This is an optimization exercise on Yosys and OpenROAD, whose aim is small area and a short achievable clock period, not a production implementation. In this exercise RTL edits were held to simulation tests only and were not proved equivalent to the original. Power figures rest on the tool's default switching activity, not on a simulated workload.

job 9214:
## MIPS_cpu
module MIPS_cpu(
    input clock,
    input reset,
    output [31:0] imem_addr,
    input [31:0] imem_rdata,
    output [31:0] dmem_addr,
    output [31:0] dmem_wdata,
    output dmem_we,
    input [31:0] dmem_rdata,
    output wb_en,
    output [4:0] wb_addr,
    output [31:0] wb_data
    );
    reg  [31:0] pc;           
    reg  [31:0] pc_d;         
    reg  [31:0] ir;           
    reg  [31:0] sel_a, sel_b;  
    reg  [31:0] ones;         
    integer n;
    always @(*) begin
        ones = {pc[30:0], 1'b1};
        for (n = 1; n < 32; n = n * 2)
            ones = ones & ((ones << n) | ((32'd1 << n) - 32'd1));
    end
    wire [31:0] pc_inc = pc ^ ones;
    wire [31:0] pc_next;
    reg  [31:0] a_q, b_q;     
    reg  [4:0]  k_q;          
    reg         x_rw, x_we, x_ld, x_add, x_slt, x_cg;
    reg  [3:0]  x_tt;         
    reg         x_shl, x_shr, x_slc, x_src;
    reg         x_bz, x_bnz, x_jmp, x_jmr;
    reg  [4:0]  x_wa;
    reg         carry_q;
  ...
Size: about 4000 cells after synthesis, about 1300 flip-flops, ~200 I/O pins, ~56000 sq um of cells after synthesis.
Settings: LEC_CHECK=0, CAP_MARGIN=30, CORE_MARGIN=2, CORE_UTILIZATION=55, CTS_CLUSTER_DIAMETER=100, CTS_CLUSTER_SIZE=20, SETUP_SLACK_MARGIN=5, SLEW_MARGIN=30, SYNTH_HIERARCHICAL=1; clock period 8.0 ns.
standard.sh (not shown) runs the stock make flow with config.mk's settings and CLKGATE_MAP_FILE= SYNTH_SCRIPT=/design/flow/synth_recipe.tcl, a recipe that flattens the netlist after the stock synthesis.
==> flow/flow/run.sh <==
#!/bin/bash
# Layout flow: the standard flow (standard.sh), run in two parts.
#  1. synthesis, unchanged;
#  2. floorplan to final layout with the delay cells (dlygate*, clkdlybuf*,
#     dlymetal*) added to the platform's don't-use list, so that port
#     buffers and repair buffers are plain buffers that timing repair can
#     resize.
# Each part's full output goes to its own log file here.
set -euo pipefail
DU="$(cat flow/dont_use.txt)"
bash standard.sh synth > synth.log 2>&1
bash standard.sh "DONT_USE_CELLS=$DU" finish > layout.log 2>&1
==> flow/flow/dont_use.txt <==
sky130_fd_sc_hd__probe_p_8 sky130_fd_sc_hd__probec_p_8 sky130_fd_sc_hd__lpflow_bleeder_1 sky130_fd_sc_hd__lpflow_clkbufkapwr_1 sky130_fd_sc_hd__lpflow_clkbufkapwr_16 sky130_fd_sc_hd__lpflow_clkbufkapwr_2 sky130_fd_sc_hd__lpflow_clkbufkapwr_4 sky130_fd_sc_hd__lpflow_clkbufkapwr_8 sky130_fd_sc_hd__lpflow_clkinvkapwr_1 sky130_fd_sc_hd__lpflow_clkinvkapwr_16 sky130_fd_sc_hd__lpflow_clkinvkapwr_2 sky130_fd_sc_hd__lpflow_clkinvkapwr_4 sky130_fd_sc_hd__lpflow_clkinvkapwr_8 sky130_fd_sc_hd__lpflow_decapkapwr_12 sky130_fd_sc_hd__lpflow_decapkapwr_3 sky130_fd_sc_hd__lpflow_decapkapwr_4 sky130_fd_sc_hd__lpflow_decapkapwr_6 sky130_fd_sc_hd__lpflow_decapkapwr_8 sky130_fd_sc_hd__lpflow_inputiso0n_1 sky130_fd_sc_hd__lpflow_inputiso0p_1 sky130_fd_sc_hd__lpflow_inputiso1n_1 sky130_fd_sc_hd__lpflow_inputiso1p_1 sky130_fd_sc_hd__lpflow_inputisolatch_1 sky130_fd_sc_hd__lpflow_isobufsrc_1 sky130_fd_sc_hd__lpflow_isobufsrc_16 sky130_fd_sc_hd__lpflow_isobufsrc_2 sky130_fd_sc_hd__lpflow_isobufsrc_4 sky130_fd_sc_hd__lpflow_isobufsrc_8 sky130_fd_sc_hd__lpflow_isobufsrckapwr_16 sky130_fd_sc_hd__lpflow_lsbuf_lh_hl_isowell_tap_1 sky130_fd_sc_hd__lpflow_lsbuf_lh_hl_isowell_tap_2 sky130_fd_sc_hd__lpflow_lsbuf_lh_hl_isowell_tap_4 sky130_fd_sc_hd__lpflow_lsbuf_lh_isowell_4 sky130_fd_sc_hd__lpflow_lsbuf_lh_isowell_tap_1 sky130_fd_sc_hd__lpflow_lsbuf_lh_isowell_tap_2 sky130_fd_sc_hd__lpflow_lsbuf_lh_isowell_tap_4 sky130_fd_sc_hd__clkdlybuf4s15_1 sky130_fd_sc_hd__clkdlybuf4s15_2 sky130_fd_sc_hd__clkdlybuf4s18_1 sky130_fd_sc_hd__clkdlybuf4s18_2 sky130_fd_sc_hd__clkdlybuf4s25_1 sky130_fd_sc_hd__clkdlybuf4s25_2 sky130_fd_sc_hd__clkdlybuf4s50_1 sky130_fd_sc_hd__clkdlybuf4s50_2 sky130_fd_sc_hd__dlygate4sd1_1 sky130_fd_sc_hd__dlygate4sd2_1 sky130_fd_sc_hd__dlygate4sd3_1 sky130_fd_sc_hd__dlymetal6s2s_1 sky130_fd_sc_hd__dlymetal6s4s_1 sky130_fd_sc_hd__dlymetal6s6s_1
#### Input delta (job 2524 over job 9214)
Settings: changing CORE_UTILIZATION from 55 to 45; changing SLEW_MARGIN from 30 to 10; changing CAP_MARGIN from 30 to 10.
--- outcome ---
- Job 2524 reached the end of the flow, and the finished layout is clean on the timing, DRC and antenna checks.
- No stage failed in job 9214, and the final checks on the layout all came back clean.
- On clock power, job 9214 and job 2524 are neck and neck.
- Job 9214 → job 2524: count of fill cells added during filler insertion shows an increase of 2727, antenna diode instance count shows a reduction of 2, design area shows a reduction of 0.66%.
- Comparing job 9214 against job 2524, there is no change at all in final setup violation count.
- Fraction of the cycle the final worst path needs: job 9214 and job 2524 compared, higher one is job 2524
- Comparing job 2524 with job 9214, the power density over the cells came out essentially unchanged.
- Lower routed wire length among job 9214 and job 2524: job 2524
- Compared with job 9214, final instance count without filler cells in job 2524 increased by a few percent.
--- input diff job 2524..job 2346 ---
Settings: changing SLEW_MARGIN from 10 to 30; changing CAP_MARGIN from 10 to 30.
==> flow/flow/run.sh <==
#!/bin/bash
# Layout flow: the standard flow (standard.sh), run in three parts.
#  1. synthesis, unchanged;
#  2. floorplan to clock tree, with the delay cells (dlygate*, clkdlybuf*,
#     dlymetal*) added to the platform's don't-use list, so that port
#     buffers and repair buffers are plain buffers that timing repair can
#     resize;
#  3. global route to final layout, the same, with the setup margin of the
#     repair after global routing raised a little (5.15 ns instead of 5),
#     for the parasitics of the final routing, which are a little worse than
#     global routing's estimate.
# Each part's full output goes to its own log file here.
set -euo pipefail
DU="$(cat flow/dont_use.txt)"
bash standard.sh synth > synth.log 2>&1
bash standard.sh "DONT_USE_CELLS=$DU" cts > layout_cts.log 2>&1
bash standard.sh "DONT_USE_CELLS=$DU" SETUP_SLACK_MARGIN=5.15 finish > layout_route.log 2>&1
==> run notes <==
- The number of setup buffers added after CTS of job 2346 is lower than that of job 2524.
- From job 2524 to job 2346 the numbers moved as follows: maximum frequency climbed 17 MHz, final worst-path cycle share dropped 2.0 points.
- Cell count along the critical path for job 2346: 5 up relative to job 2524
- | number of cells traversed by the worst register-to-register path | higher: job 2346 |
- Comparing job 2346 against job 2524, there is no change at all in maximum level of the CTS H-tree.
- Compared with job 2524, job 2346 shows a lower wire length of the first global-routing pass.
- Looking at met2 demand-to-capacity share in global routing, job 2346 sits 0.55 points lower than job 2524 does.
- Routed wire length per instance: job 2346 vs job 2524 down about 2%
- Signed area change from the synthesized netlist to the final layout: lower on job 2524
- Diff job 2524 -> job 2346 | sequential group power | decrease of about 0.6%

* * *

Another version of the RTL of MIPS_cpu (not shown whole).
Size in the first run: ~3800 cells after synthesis, roughly 1300 flip-flops, about 200 I/O pins, about 55000 sq um of cells after synthesis.
==> flow/config.mk <==
export PLATFORM = sky130hd
export DESIGN_NAME = MIPS_cpu
export DESIGN_NICKNAME = MIPS_cpu
export VERILOG_FILES = /design/flow/design.v
export SDC_FILE = /design/flow/constraint.sdc
export NUM_CORES = 8
export LEC_CHECK = 0
export CAP_MARGIN = 30
export CORE_MARGIN = 2
export CORE_UTILIZATION = 45
export CTS_CLUSTER_DIAMETER = 100
export CTS_CLUSTER_SIZE = 20
export SETUP_SLACK_MARGIN = 5
export SLEW_MARGIN = 30
export SYNTH_HIERARCHICAL = 1
==> flow/constraint.sdc <==
create_clock -name core_clock -period 8.0 [get_ports {clock}]
set_input_delay 1.6000 -clock core_clock [delete_from_list [all_inputs] [get_ports {clock}]]
set_output_delay 1.6000 -clock core_clock [all_outputs]
set_load 0.01 [all_outputs]
==> flow/flow/run.sh <==
#!/bin/bash
# Layout flow: the standard flow (standard.sh), run in two parts.
#  1. synthesis, unchanged;
#  2. floorplan to final layout with the delay cells (dlygate*, clkdlybuf*,
#     dlymetal*) added to the platform's don't-use list, so that port
#     buffers and repair buffers are plain buffers that timing repair can
#     resize.
# Each part's full output goes to its own log file here.
set -euo pipefail
DU="$(cat flow/dont_use.txt)"
bash standard.sh synth > synth.log 2>&1
bash standard.sh "DONT_USE_CELLS=$DU" finish > layout.log 2>&1
Scripts as last shown in full above: flow/flow/dont_use.txt
Edit:
==> flow/flow/run.sh (replaced) <==
#!/bin/bash
# Layout flow: the standard flow (standard.sh), run in two parts.
#  1. synthesis, unchanged;
#  2. floorplan to final layout, with
#     - the delay cells (dlygate*, clkdlybuf*, dlymetal*) added to the
#       platform's don't-use list, so that port buffers and repair buffers
#       are plain buffers that timing repair can resize;
set -euo pipefail
DU="$(cat flow/dont_use.txt)"
bash standard.sh synth > synth.log 2>&1
bash standard.sh "DONT_USE_CELLS=$DU" SETUP_SLACK_MARGIN=5.15 finish > layout.log 2>&1
=> The new run went through all stages and came out clean; cell area grows by 2.1%; count of clock-buffer cells in the layout rose by 2; register-to-register slack gains 0.27 ns.
Edit:
--- a/flow/flow/run.sh
+++ b/flow/flow/run.sh
@@ -9,3 +9,3 @@
 DU="$(cat flow/dont_use.txt)"
 bash standard.sh synth > synth.log 2>&1
-bash standard.sh "DONT_USE_CELLS=$DU" SETUP_SLACK_MARGIN=5.15 finish > layout.log 2>&1
+bash standard.sh "DONT_USE_CELLS=$DU" SETUP_SLACK_MARGIN=5.3 finish > layout.log 2>&1
What happened: Cell area is higher by 3.8%; hold slack hardly moves; setup slack gets worse by 0.084 ns; register-to-register slack gets worse by 0.099 ns; total power is higher by 4.0%; routed wire length is higher by 6.2%; core utilization is higher by 2.0 points; clock power is higher by about 2%.

* * *

== build 69 ==
Another version of the RTL of MIPS_cpu (not shown whole).
Size: about 3800 cells after synthesis, ~200 I/O pins, roughly 55000 sq um of cells after synthesis.
// MIPS_cpu
module MIPS_cpu(
    input clock,
    input reset,
    output [31:0] imem_addr,
    input [31:0] imem_rdata,
    output [31:0] dmem_addr,
    output [31:0] dmem_wdata,
    output dmem_we,
    input [31:0] dmem_rdata,
    output wb_en,
    output [4:0] wb_addr,
    output [31:0] wb_data
    );
Settings: LEC_CHECK=0, CAP_MARGIN=30, CORE_MARGIN=2, CORE_UTILIZATION=45, CTS_CLUSTER_DIAMETER=100, CTS_CLUSTER_SIZE=20, GPL_ROUTABILITY_DRIVEN=0, SETUP_SLACK_MARGIN=5, SLEW_MARGIN=30, SYNTH_HIERARCHICAL=1; clock period 8.0 ns.
==> flow/flow/run.sh <==
#!/bin/bash
# Layout flow: the standard flow (standard.sh), run in two parts.
#  1. synthesis, unchanged;
#  2. floorplan to final layout, with
#     - the delay cells (dlygate*, clkdlybuf*, dlymetal*) added to the
#       platform's don't-use list, so that port buffers and repair buffers
#       are plain buffers that timing repair can resize;
set -euo pipefail
DU="$(cat flow/dont_use.txt)"
bash standard.sh synth > synth.log 2>&1
bash standard.sh "DONT_USE_CELLS=$DU" SETUP_SLACK_MARGIN=5.15 finish > layout.log 2>&1
Scripts as last shown in full above: flow/flow/dont_use.txt
Build 69 completed; timing, DRC and antenna clean
Input-level comparison between build 86 and build 69:
Settings: GPL_TIMING_DRIVEN newly set to 0; GPL_ROUTABILITY_DRIVEN removed (was 0).
--- outcome ---
Build 86 finished all stages; the layout is clean.
Critical path's slowest cell = dfxtp_4: build 69; critical path's slowest cell = o211ai_1: build 86
Max share of power burned in combinational logic across build 69 and build 86: build 86
Summary of build 86 over build 69: detailed-route wire length rose 5.8%, count of buffering cells on the critical path with inverters included fell 17.
Setup changes, build 86 to build 28
Settings: GPL_TIMING_DRIVEN removed (was 0).
## What came out
Per the comparison of build 28 with build 86, via count shows a reduction of about 1.8%, portion of total power attributed to combinational logic now sits lower. Build 28 vs. build 86: flip-flop and latch share of the layout cell area went up by 2.2 points. Measured against each other, build 86 and build 28 differ in routed wire length, the higher figure coming from build 86. Critical path depth in build 28 is 11 below build 86. wb_data_q[0]$_DFF_P_ as the capturing element of the worst setup path was reported by build 86, and wb_data[12] by build 28. Category of the most critical setup path: reg2reg -> build 86, reg2out -> build 28. Build 28 gives less first-iteration DRC count than build 86 did. Taking build 86 as the reference, in build 28 number of diodes added for antenna fixing now sits higher, final critical-path required period -98 ps, area occupied by multi-input gates fell by 420 sq um, power consumption went down about 2.4%, quantity of hold-fixing buffers added after cts essentially unchanged.
Modified inputs, build 41 compared to build 28
==> flow/flow/run.sh <==
#!/bin/bash
# Layout flow: the standard flow (standard.sh), run in two parts.
#  1. synthesis, unchanged;
#  2. floorplan to final layout with the delay cells (dlygate*, clkdlybuf*,
#     dlymetal*) added to the platform's don't-use list, so that port
#     buffers and repair buffers are plain buffers that timing repair can
#     resize.
# Each part's full output goes to its own log file here.
set -euo pipefail
DU="$(cat flow/dont_use.txt)"
bash standard.sh synth > synth.log 2>&1
bash standard.sh "DONT_USE_CELLS=$DU" finish > layout.log 2>&1
The higher global-route wire length before repair came out of build 28. | mean number of vias per cell | build 41 vs build 28 | ≈ equal |. Clock buffer instance count of the final layout of build 41 falls short of that of build 28 by more than 10%.

* * *

Another version of the RTL of MIPS_cpu (not shown whole).
For scale: about 3,800 cells after synthesis, roughly 1,300 flip-flops, roughly 200 I/O pins, roughly 56,000 um2 of cells after synthesis.
==> flow/design.v (excerpt) <==
module MIPS_cpu(
    input clock,
    input reset,
    output [31:0] imem_addr,
    input [31:0] imem_rdata,
    output [31:0] dmem_addr,
    output [31:0] dmem_wdata,
    output dmem_we,
    input [31:0] dmem_rdata,
    output wb_en,
    output [4:0] wb_addr,
    output [31:0] wb_data
    );
export LEC_CHECK = 0
export CAP_MARGIN = 30
export CORE_MARGIN = 2
export CORE_UTILIZATION = 45
export CTS_CLUSTER_DIAMETER = 100
export CTS_CLUSTER_SIZE = 20
export SETUP_SLACK_MARGIN = 5
export SLEW_MARGIN = 30
export SYNTH_HIERARCHICAL = 1
create_clock -name core_clock -period 8.0 [get_ports {clock}]
==> flow/flow/run.sh <==
#!/bin/bash
# Layout flow: the standard flow (standard.sh), run in two parts.
#  1. synthesis, unchanged;
#  2. floorplan to final layout, with
#     - the delay cells (dlygate*, clkdlybuf*, dlymetal*) added to the
#       platform's don't-use list, so that port buffers and repair buffers
#       are plain buffers that timing repair can resize;
set -euo pipefail
DU="$(cat flow/dont_use.txt)"
bash standard.sh synth > synth.log 2>&1
bash standard.sh "DONT_USE_CELLS=$DU" SETUP_SLACK_MARGIN=5.3 finish > layout.log 2>&1
Scripts as last shown in full above: flow/flow/dont_use.txt
Change:
==> flow/flow/run.sh (replaced) <==
#!/bin/bash
# Layout flow: the standard flow (standard.sh), run in two parts.
#  1. synthesis, unchanged;
#  2. floorplan to final layout with the delay cells (dlygate*, clkdlybuf*,
#     dlymetal*) added to the platform's don't-use list, so that port
#     buffers and repair buffers are plain buffers that timing repair can
#     resize.
# Each part's full output goes to its own log file here.
set -euo pipefail
DU="$(cat flow/dont_use.txt)"
bash standard.sh synth > synth.log 2>&1
bash standard.sh "DONT_USE_CELLS=$DU" finish > layout.log 2>&1
--- a/flow/config.mk
+++ b/flow/config.mk
@@ -11,3 +11,3 @@
 export CTS_CLUSTER_DIAMETER = 100
-export CTS_CLUSTER_SIZE = 20
+export CTS_CLUSTER_SIZE = 25
 export SETUP_SLACK_MARGIN = 5
Outcome: The new run finished with timing, DRC and antenna clean; via count decreases by 3.8%; worst setup slack loses 0.12 ns; die area stays the same; maximum frequency decreases by 4.1%; cell area decreases by 5.1%; wire length decreases by 6.9%; total power decreases by 6.1%; clock-buffer cell count decreases by 24.
Change:
==> flow/flow/run.sh (replaced) <==
#!/bin/bash
# Layout flow: the standard flow (standard.sh), run in two parts.
#  1. synthesis, unchanged;
#  2. floorplan to final layout, with
#     - the delay cells (dlygate*, clkdlybuf*, dlymetal*) added to the
#       platform's don't-use list, so that port buffers and repair buffers
#       are plain buffers that timing repair can resize;
#     - flow/downsize.tcl run right after the netlist is loaded: every
#       combinational cell is set to the smallest drive strength of its
#       family, and the flow's timing repair upsizes only what needs it.
# Each part's full output goes to its own log file here.
set -euo pipefail
DU="$(cat flow/dont_use.txt)"
bash standard.sh synth > synth.log 2>&1
bash standard.sh "DONT_USE_CELLS=$DU" "PRE_FLOORPLAN_TCL=$PWD/flow/downsize.tcl" finish > layout.log 2>&1
==> flow/flow/downsize.tcl (new file) <==
# Downsize every combinational cell (but the NOR3 / AOI22 cells, the last
# stages of the register file read trees, which drive long wires) to the smallest cell of its family
# (same function and pins); timing repair later upsizes what needs it.
set db [ord::get_db]
set block [ord::get_db_block]
array set best {}
foreach lib [$db getLibs] {
  foreach m [$lib getMasters] {
    set n [$m getName]
    if {[regexp {^(sky130_fd_sc_hd__[a-z0-9]+)_([0-9]+)$} $n -> fam sz]} {
      set a [expr {[$m getWidth] * [$m getHeight]}]
      if {![info exists best($fam)] || $a < [lindex $best($fam) 1]} {
        set best($fam) [list $n $a]
      }
    }
  }
}
set cnt 0
foreach inst [$block getInsts] {
  set n [[$inst getMaster] getName]
  if {![regexp {^(sky130_fd_sc_hd__[a-z0-9]+)_([0-9]+)$} $n -> fam sz]} { continue }
  if {[regexp {__(df|edf|sdf|dl|conb|tap|fill|decap|clk|nor3|a22oi)} $fam]} { continue }
  set b [lindex $best($fam) 0]
  if {$b ne $n} {
    replace_cell [get_cells [$inst getName]] [get_lib_cells $b]
    incr cnt
  }
}
puts "downsize: replaced $cnt cells"
--- a/flow/config.mk
+++ b/flow/config.mk
@@ -11,3 +11,3 @@
 export CTS_CLUSTER_DIAMETER = 100
-export CTS_CLUSTER_SIZE = 25
+export CTS_CLUSTER_SIZE = 20
 export SETUP_SLACK_MARGIN = 5
Outcome:
- sequential share of layout area decreases by 0.26 points
- routed wire length increases by 4.3%
- cell count decreases by 0.72%
- clock power increases by 10%
- critical path depth increases by 6
- non-clock buffer count decreases by 51
- flip-flop and latch count stays the same
Change:
==> flow/flow/run.sh (replaced) <==
#!/bin/bash
# Layout flow: the standard flow (standard.sh), run in two parts.
#  1. synthesis, unchanged;
#  2. floorplan to final layout with the delay cells (dlygate*, clkdlybuf*,
#     dlymetal*) added to the platform's don't-use list, so that port
#     buffers and repair buffers are plain buffers that timing repair can
#     resize.
# Each part's full output goes to its own log file here.
set -euo pipefail
DU="$(cat flow/dont_use.txt)"
bash standard.sh synth > synth.log 2>&1
bash standard.sh "DONT_USE_CELLS=$DU" finish > layout.log 2>&1
--- a/flow/config.mk
+++ b/flow/config.mk
@@ -9,3 +9,3 @@
 export CORE_MARGIN = 2
-export CORE_UTILIZATION = 45
+export CORE_UTILIZATION = 40
 export CTS_CLUSTER_DIAMETER = 100
removed: flow/flow/downsize.tcl
After rerunning: The changed run went through all stages and came out clean; critical path depth does not change; sequential power hardly moves; register-to-register slack gets worse by 0.03 ns; worst hold slack gets worse by 0.0062 ns; core utilization falls by 5.5 points; power barely changes; wire length falls by 2.1%; design area rises by 0.70%; setup slack gets worse by 0.034 ns; first-iteration DRC count falls by 2.7%.

## what the ideal ports hide
The results above use ideal ports. As a check the final layouts listed here were re-extracted and re-timed, cells and wires unchanged. Step 1 assumes that a clkbuf_16 drives the clock port and a buf_2 every other input. Step 2 times the ports against the registers' clock, not the clock port: input delays grow and output delays shrink by t, the midpoint of the rising clock arrivals with the driver on. a / b / c = ideal ports / drivers / drivers and shift; a / b = the first two.
run | t (ns) | setup slack, ns | worst setup path after step 2 | worst slew at a driven data input, ns | pins driven straight from the clock port
job 9214 | 0.754 | 4.947 / 4.938 / 4.271 | input to register | 0.07 | 1
job 2524 | 0.761 | 4.819 / 4.819 / 4.284 | input to register | 0.12 | 1
job 2346 | 0.750 | 4.981 / 4.978 / 4.290 | input to register | 0.11 | 1
the first run of note 2 | 0.747 | 4.822 / 4.822 / 4.345 | input to register | 0.04 | 1
the second run of note 2 | 0.764 | 5.075 / 4.993 / 4.384 | input to register | 0.06 | 1
the third run of note 2 | 0.747 | 4.991 / 4.986 / 4.295 | input to register | 0.09 | 1
build 69 | 0.757 | 4.841 / 4.841 / 4.322 | input to register | 0.05 | 1
build 86 | 0.775 | 4.949 / 4.882 / 4.419 | input to register | 0.07 | 1
build 28 | 0.746 | 5.047 / 4.977 / 4.329 | input to register | 0.11 | 1
build 41 | 0.746 | 4.996 / 4.946 / 4.281 | input to register | 0.07 | 1
the first run of note 4 | 0.760 | 5.097 / 5.021 / 4.412 | input to register | 0.15 | 1
the second run of note 4 | 0.811 | 4.974 / 4.904 / 4.132 | input to register | 0.16 | 1
the third run of note 4 | 0.753 | 4.894 / 4.868 / 4.275 | input to register | 0.09 | 1
the fourth run of note 4 | 0.795 | 4.860 / 4.860 / 4.132 | input to register | 0.12 | 1
After both steps setup and hold are still met in every run listed. The setup slack of the second run of note 4, which loses most, moves by -0.070 ns with the drivers and by -0.842 ns with both steps.
